From an optimization exercise on the open Yosys and OpenROAD flow, aimed at small area; shortcuts taken in it are not production practice.
The RTL was checked by simulation tests, not by an equivalence proof against the original design.

==> job 669 <==
==> flow/design.v <==
module tc_pcie_block_align_gen1_2_80bit
(
input          rxclk_i,
input          reset_n_i,
input  [79:0]  rxdata_pma_i,
input          blockalign_enable_i,
output [79:0]  aligned_rxdata_o,
output         rxdata_valid_o
);
localparam logic [9:0] TC_PCIE_COM = 10'h1bc;
logic [79:0] p_r, a_r, b_r, c_r, d_r;
logic        en1_r, en2_r;
always @(posedge rxclk_i) begin
   p_r   <= rxdata_pma_i;
   a_r   <= p_r;
   b_r   <= a_r;
   c_r   <= b_r;
   d_r   <= c_r;
   en1_r <= blockalign_enable_i;
   en2_r <= en1_r;
end
logic [4:0] vld_r;
wire        vc = vld_r[3];
wire        vd = vld_r[4];
wire [159:0] win = {c_r, d_r};
logic [79:0] det;
genvar i;
generate
   for (i = 0; i < 78; i = i + 1) begin : DET_LO
      assign det[i] = vd & (win[i +: 10] == TC_PCIE_COM);
   end
   for (i = 78; i < 80; i = i + 1) begin : DET_HI
      assign det[i] = vc & (win[80 +: (i - 70)] == TC_PCIE_COM[9:(80 - i)]) &
                      (~vd | (win[i +: (80 - i)] == TC_PCIE_COM[(79 - i):0]));
   end
endgenerate
logic [8:0] g_any;
logic [8:0] g_c1, g_c2, g_d1, g_d2;
generate
   for (i = 0; i < 9; i = i + 1) begin : GRP
      wire [8:0] gd = (i == 8) ? {1'b0, det[79:72]} : det[9*i +: 9];
      wire c0 = gd[0] | gd[1] | gd[2];
      assign g_c1[i] = gd[3] | gd[4] | gd[5];
      assign g_c2[i] = gd[6] | gd[7] | gd[8];
      assign g_d1[i] = gd[1] | gd[4] | gd[7];
      assign g_d2[i] = gd[2] | gd[5] | gd[8];
      assign g_any[i] = c0 | g_c1[i] | g_c2[i];
   end
endgenerate
logic [8:0] g_none_before;
logic [8:0] g_first;
assign g_none_before[0] = 1'b1;
generate
   for (i = 1; i < 9; i = i + 1) begin : NB
      assign g_none_before[i] = g_none_before[i-1] & ~g_any[i-1];
   end
endgenerate
assign g_first = g_any & g_none_before;
wire found = |g_any;
wire na1 = |g_first[5:3];
wire na2 = |g_first[8:6];
wire nb1 = g_first[1] | g_first[4] | g_first[7];
wire nb2 = g_first[2] | g_first[5] | g_first[8];
wire nc1 = |(g_c1 & g_none_before);
wire nc2 = |(g_c2 & g_none_before);
wire nd1 = |(g_d1 & g_none_before);
wire nd2 = |(g_d2 & g_none_before);
logic [7:0] ofs_r;
logic       valid_r;
always @(posedge rxclk_i or negedge reset_n_i) begin
   if (~reset_n_i) begin
      vld_r   <= 5'b0;
      ofs_r   <= 8'b0;
      valid_r <= 1'b0;
   end else begin
      vld_r   <= {vld_r[3:0], 1'b1};
      if (found)
         ofs_r <= {na2, na1, nb2, nb1, nc2, nc1, nd2, nd1};
      valid_r <= rxdata_valid_o;
   end
end
assign rxdata_valid_o = valid_r | (found & en2_r);
wire sa1 = ofs_r[6], sa2 = ofs_r[7], sa0 = ~(sa1 | sa2);
wire sb1 = ofs_r[4], sb2 = ofs_r[5], sb0 = ~(sb1 | sb2);
wire sc1 = ofs_r[2] & vd, sc2 = ofs_r[3] & vd, sc0 = ~(ofs_r[2] | ofs_r[3]) & vd;
wire sd1 = ofs_r[0], sd2 = ofs_r[1], sd0 = ~(sd1 | sd2);
wire [213:0] w0 = {55'b0, win[158:0]};
logic [105:0] s1n;
logic [87:0]  s2;
logic [81:0]  s3n;
logic [79:0]  s4;
generate
   for (i = 0; i < 106; i = i + 1) begin : ST1
      ba_aoi222 u (.s0(sa0), .s1(sa1), .s2(sa2), .x0(w0[i]), .x1(w0[i+27]), .x2(w0[i+54]), .y(s1n[i]));
   end
   for (i = 0; i < 88; i = i + 1) begin : ST2
      ba_aoi222 u (.s0(sb0), .s1(sb1), .s2(sb2), .x0(s1n[i]), .x1(s1n[i+9]), .x2(s1n[i+18]), .y(s2[i]));
   end
   for (i = 0; i < 82; i = i + 1) begin : ST3
      ba_aoi222 u (.s0(sc0), .s1(sc1), .s2(sc2), .x0(s2[i]), .x1(s2[i+3]), .x2(s2[i+6]), .y(s3n[i]));
   end
   for (i = 0; i < 80; i = i + 1) begin : ST4
      ba_aoi222 u (.s0(sd0), .s1(sd1), .s2(sd2), .x0(s3n[i]), .x1(s3n[i+1]), .x2(s3n[i+2]), .y(s4[i]));
   end
endgenerate
assign aligned_rxdata_o = s4;
endmodule
module ba_aoi222 (
input  s0, s1, s2,
input  x0, x1, x2,
output y
);
assign y = ~((s0 & x0) | (s1 & x1) | (s2 & x2));
endmodule
==> flow/run.sh <==
#!/bin/bash
# synth_recipe.tcl (not shown) runs the flow's synth.tcl, then flattens the netlist and writes it again
# the make line also repeats each setting of config.mk as NAME=value (left out here)
make -C /OpenROAD-flow-scripts/flow DESIGN_CONFIG=/design/flow/config.mk WORK_HOME=/design/flow/orfs CLKGATE_MAP_FILE= SYNTH_SCRIPT=/design/flow/synth_recipe.tcl finish
==> flow/config.mk <==
export PLATFORM = sky130hd
export DESIGN_NAME = tc_pcie_block_align_gen1_2_80bit
export DESIGN_NICKNAME = tc_pcie_block_align_gen1_2_80bit
export VERILOG_FILES = /design/flow/design.v
export SDC_FILE = /design/flow/constraint.sdc
export NUM_CORES = 4
export LEC_CHECK = 0
export CAP_MARGIN = 20
export CORE_MARGIN = 2
export CORE_UTILIZATION = 70
export SLEW_MARGIN = 20
export SYNTH_HIERARCHICAL = 1
==> flow/constraint.sdc <==
create_clock -name core_clock -period 5.0 [get_ports {rxclk_i}]
set_input_delay 1.0000 -clock core_clock [delete_from_list [all_inputs] [get_ports {rxclk_i}]]
set_output_delay 1.0000 -clock core_clock [all_outputs]
set_load 0.01 [all_outputs]
==> job 3539 (differences from job 669) <==
==> flow/design.v, changed modules only <==
module tc_pcie_block_align_gen1_2_80bit
(
input          rxclk_i,
input          reset_n_i,
input  [79:0]  rxdata_pma_i,
input          blockalign_enable_i,
output [79:0]  aligned_rxdata_o,
output         rxdata_valid_o
);
localparam logic [9:0] TC_PCIE_COM = 10'h1bc;
logic [79:0] p_r, a_r, b_r, c_r, d_r;
logic        en1_r, en2_r;
always @(posedge rxclk_i) begin
   p_r   <= rxdata_pma_i;
   a_r   <= p_r;
   b_r   <= a_r;
   c_r   <= b_r;
   d_r   <= c_r;
   en1_r <= blockalign_enable_i;
   en2_r <= en1_r;
end
logic [4:0] vld_r;
wire        vc = vld_r[3];
wire        vd = vld_r[4];
wire [159:0] win = {c_r, d_r};
wire         nvd = ~vd;
genvar i;
logic [87:0] nq;              
generate
   for (i = 2; i < 87; i = i + 1) begin : PAIR
      ba_nand2 u (.a(win[i]), .b(win[i+1]), .y(nq[i]));
   end
endgenerate
assign nq[1:0] = 2'b11;
assign nq[87]  = 1'b1;
wire det78, det79;
ba_det_hi u_hi (.w(win[88:78]), .vc(vc), .vd(vd), .det78(det78), .det79(det79));
logic [8:0] g_nc0, g_nc1, g_nc2, g_nd1, g_nd2, g_any;
generate
   for (i = 0; i < 8; i = i + 1) begin : GRP
      ba_grp u (.w(win[9*i +: 18]), .nq(nq[9*i+2 +: 14]),
                .nc0(g_nc0[i]), .nc1(g_nc1[i]), .nc2(g_nc2[i]), .nd1(g_nd1[i]), .nd2(g_nd2[i]));
      ba_a31oi ua (.a1(g_nc0[i]), .a2(g_nc1[i]), .a3(g_nc2[i]), .b1(nvd), .y(g_any[i]));
   end
endgenerate
ba_grp8 u_g8 (.w(win[72 +: 15]), .nq(nq[74 +: 11]), .nvd(nvd), .det78(det78), .det79(det79),
              .nc0(g_nc0[8]), .nc1(g_nc1[8]), .nc2(g_nc2[8]), .nd1(g_nd1[8]), .nd2(g_nd2[8]));
ba_nand3  u8a (.a(g_nc0[8]), .b(g_nc1[8]), .c(g_nc2[8]), .y(g_any[8]));
wire       found;
wire [7:0] ofs_new;
ba_prio u_prio (.g_any(g_any), .g_nc1(g_nc1), .g_nc2(g_nc2), .g_nd1(g_nd1), .g_nd2(g_nd2),
                .found(found), .ofs(ofs_new));
logic [7:0] ofs_r;
logic       valid_r;
always @(posedge rxclk_i or negedge reset_n_i) begin
   if (~reset_n_i) begin
      vld_r   <= 5'b0;
      ofs_r   <= 8'b0;
      valid_r <= 1'b0;
   end else begin
      vld_r   <= {vld_r[3:0], 1'b1};
      if (found)
         ofs_r <= ofs_new;
      valid_r <= rxdata_valid_o;
   end
end
assign rxdata_valid_o = valid_r | (found & en2_r);
wire sa1 = ofs_r[6], sa2 = ofs_r[7], sa0 = ~(sa1 | sa2);
wire sb1 = ofs_r[4], sb2 = ofs_r[5], sb0 = ~(sb1 | sb2);
wire sc1 = ofs_r[2] & vd, sc2 = ofs_r[3] & vd, sc0 = ~(ofs_r[2] | ofs_r[3]) & vd;
wire sd1 = ofs_r[0], sd2 = ofs_r[1], sd0 = ~(sd1 | sd2);
wire [213:0] w0 = {55'b0, win[158:0]};
logic [105:0] s1n;
logic [87:0]  s2;
logic [81:0]  s3n;
logic [79:0]  s4;
generate
   for (i = 0; i < 106; i = i + 1) begin : ST1
      ba_aoi222 u (.s0(sa0), .s1(sa1), .s2(sa2), .x0(w0[i]), .x1(w0[i+27]), .x2(w0[i+54]), .y(s1n[i]));
   end
   for (i = 0; i < 88; i = i + 1) begin : ST2
      ba_aoi222 u (.s0(sb0), .s1(sb1), .s2(sb2), .x0(s1n[i]), .x1(s1n[i+9]), .x2(s1n[i+18]), .y(s2[i]));
   end
   for (i = 0; i < 82; i = i + 1) begin : ST3
      ba_aoi222 u (.s0(sc0), .s1(sc1), .s2(sc2), .x0(s2[i]), .x1(s2[i+3]), .x2(s2[i+6]), .y(s3n[i]));
   end
   for (i = 0; i < 80; i = i + 1) begin : ST4
      ba_aoi222 u (.s0(sd0), .s1(sd1), .s2(sd2), .x0(s3n[i]), .x1(s3n[i+1]), .x2(s3n[i+2]), .y(s4[i]));
   end
endgenerate
assign aligned_rxdata_o = s4;
endmodule
module ba_nand2 (input a, b, output y);
assign y = ~(a & b);
endmodule
module ba_nand3 (input a, b, c, output y);
assign y = ~(a & b & c);
endmodule
module ba_nor2 (input a, b, output y);
assign y = ~(a | b);
endmodule
module ba_nor3 (input a, b, c, output y);
assign y = ~(a | b | c);
endmodule
module ba_nor4 (input a, b, c, d, output y);
assign y = ~(a | b | c | d);
endmodule
module ba_aoi22 (input a1, a2, b1, b2, output y);
assign y = ~((a1 & a2) | (b1 & b2));
endmodule
module ba_aoi221 (input a1, a2, b1, b2, c1, output y);
assign y = ~((a1 & a2) | (b1 & b2) | c1);
endmodule
module ba_a31oi (input a1, a2, a3, b1, output y);
assign y = ~((a1 & a2 & a3) | b1);
endmodule
module ba_det_hi (
input  [10:0] w,
input         vc, vd,
output        det78, det79
);
localparam logic [9:0] COM = 10'h1bc;
assign det78 = vc & (w[9:2] == COM[9:2]) & ~(vd & (w[0] | w[1]));
assign det79 = vc & (w[10:2] == COM[9:1]) & ~(vd & w[1]);
endmodule
module ba_prio (
input  [8:0] g_any,
input  [8:0] g_nc1, g_nc2, g_nd1, g_nd2,
output       found,
output [7:0] ofs         
);
logic [8:0] nb;
assign nb[0] = 1'b1;
genvar i;
generate
   for (i = 1; i < 9; i = i + 1) begin : NB
      assign nb[i] = nb[i-1] & ~g_any[i-1];
   end
endgenerate
wire [8:0] first = g_any & nb;
assign found = |g_any;
assign ofs[7] = |first[8:6];
assign ofs[6] = |first[5:3];
assign ofs[5] = first[2] | first[5] | first[8];
assign ofs[4] = first[1] | first[4] | first[7];
assign ofs[3] = |(first & ~g_nc2);
assign ofs[2] = |(first & ~g_nc1);
assign ofs[1] = |(first & ~g_nd2);
assign ofs[0] = |(first & ~g_nd1);
endmodule
module ba_grp (
input  [17:0] w,
input  [13:0] nq,
output        nc0, nc1, nc2, nd1, nd2
);
wire [8:0] m;
genvar o;
generate
   for (o = 0; o < 9; o = o + 1) begin : O
      assign m[o] = ~(w[o] | w[o+1] | w[o+6] | w[o+9]) & ~(nq[o] | nq[o+2] | nq[o+5]);
   end
endgenerate
assign nc0 = ~(m[0] | m[1] | m[2]);
assign nc1 = ~(m[3] | m[4] | m[5]);
assign nc2 = ~(m[6] | m[7] | m[8]);
assign nd1 = ~(m[1] | m[4] | m[7]);
assign nd2 = ~(m[2] | m[5] | m[8]);
endmodule
module ba_grp8 (
input  [14:0] w,
input  [10:0] nq,
input         nvd, det78, det79,
output        nc0, nc1, nc2, nd1, nd2
);
wire [7:0] m;
genvar o;
generate
   for (o = 0; o < 6; o = o + 1) begin : O
      assign m[o] = ~(w[o] | w[o+1] | w[o+6] | w[o+9]) & ~(nq[o] | nq[o+2] | nq[o+5] | nvd);
   end
endgenerate
assign m[6] = det78;
assign m[7] = det79;
assign nc0 = ~(m[0] | m[1] | m[2]);
assign nc1 = ~(m[3] | m[4] | m[5]);
assign nc2 = ~(m[6] | m[7]);
assign nd1 = ~(m[1] | m[4] | m[7]);
assign nd2 = ~(m[2] | m[5]);
endmodule
==> flow/flow/run.sh (new file) <==
#!/bin/bash
export BUFFER_PORTS_ARGS="-buffer_cell sky130_fd_sc_hd__buf_1"
export CTS_ARGS="-sink_clustering_enable -repair_clock_nets -dont_use_dummy_load -sink_clustering_size 30 -sink_clustering_max_diameter 60 -buf_list {sky130_fd_sc_hd__clkbuf_8 sky130_fd_sc_hd__clkbuf_16}"
bash standard.sh > standard.log 2>&1
==> flow/standard.sh (new file) <==
#!/bin/bash
# synth_recipe.tcl (not shown) runs the flow's synth.tcl, then flattens the netlist and writes it again
# the make line also repeats each setting of config.mk as NAME=value (left out here)
make -C /OpenROAD-flow-scripts/flow DESIGN_CONFIG=/design/flow/config.mk WORK_HOME=/design/flow/orfs CLKGATE_MAP_FILE= SYNTH_SCRIPT=/design/flow/synth_recipe.tcl "${@:-finish}"
--- a/flow/config.mk
+++ b/flow/config.mk
@@ -6,7 +6,9 @@
 export NUM_CORES = 4
 export LEC_CHECK = 0
 export CAP_MARGIN = 20
+export CELL_PAD_IN_SITES_DETAIL_PLACEMENT = 1
+export CELL_PAD_IN_SITES_GLOBAL_PLACEMENT = 1
 export CORE_MARGIN = 2
-export CORE_UTILIZATION = 70
+export CORE_UTILIZATION = 40
 export SLEW_MARGIN = 20
 export SYNTH_HIERARCHICAL = 1
removed: flow/run.sh
==> results_dict.tcl <==
set metrics [dict create \
    status "finished clean" \
    met1_usage 0.396 \
    initial_core_util 0.409 \
    synthMuxAreaShare 0.00822 \
    dpl.hpwl_um 41000 \
    cts_inserted_buffers 30 \
    dpl_cell_area_um2 16200 \
    die_y_um 195 \
    seq_area_frac_synth 0.575 \
]
The numbers above come from job 3539.

==> results_dict.tcl <==
set metrics [dict create \
    status "did not finish" \
    haltStage "global routing (5_1_grt)" \
    firstError "[ERROR GRT-0232] Routing congestion too high. Check the congestion heatmap in the GUI." \
    place_congestion 1.11 \
    dpl.hpwl_um 35600 \
    grt_max_degree 108 \
    met1_usage 0.774 \
    seq_area_frac_synth 0.554 \
    initial_core_util 0.716 \
    synthMuxAreaShare 0 \
    dpl_cell_area_um2 17300 \
    busiest_layer "met2" \
]
The numbers above come from job 669.

static timing again, ports no longer ideal:
The flow's constraints put no driver on any port. The routed layout listed below was extracted and timed again, unchanged, in two steps.
Step 1 assumes that a clkbuf_16 drives the clock port and a buf_2 every other input.
Step 2 times the ports against the registers' clock, not the clock port: input delays grow and output delays shrink by t, the midpoint of the rising clock arrivals with the driver on.
Slacks: no drivers / after step 1 / after step 2; pairs: no drivers / after step 1.
run: job 3539
t (ns): 0.637
setup WS [ns]: 0.252 / 0.192 / 0.829
worst slew at a driven data input, ns: 0.05
After both steps job 3539 still meets setup and hold. For job 3539, drivers alone change the setup slack by -0.060 ns; drivers and shift together by +0.577 ns.
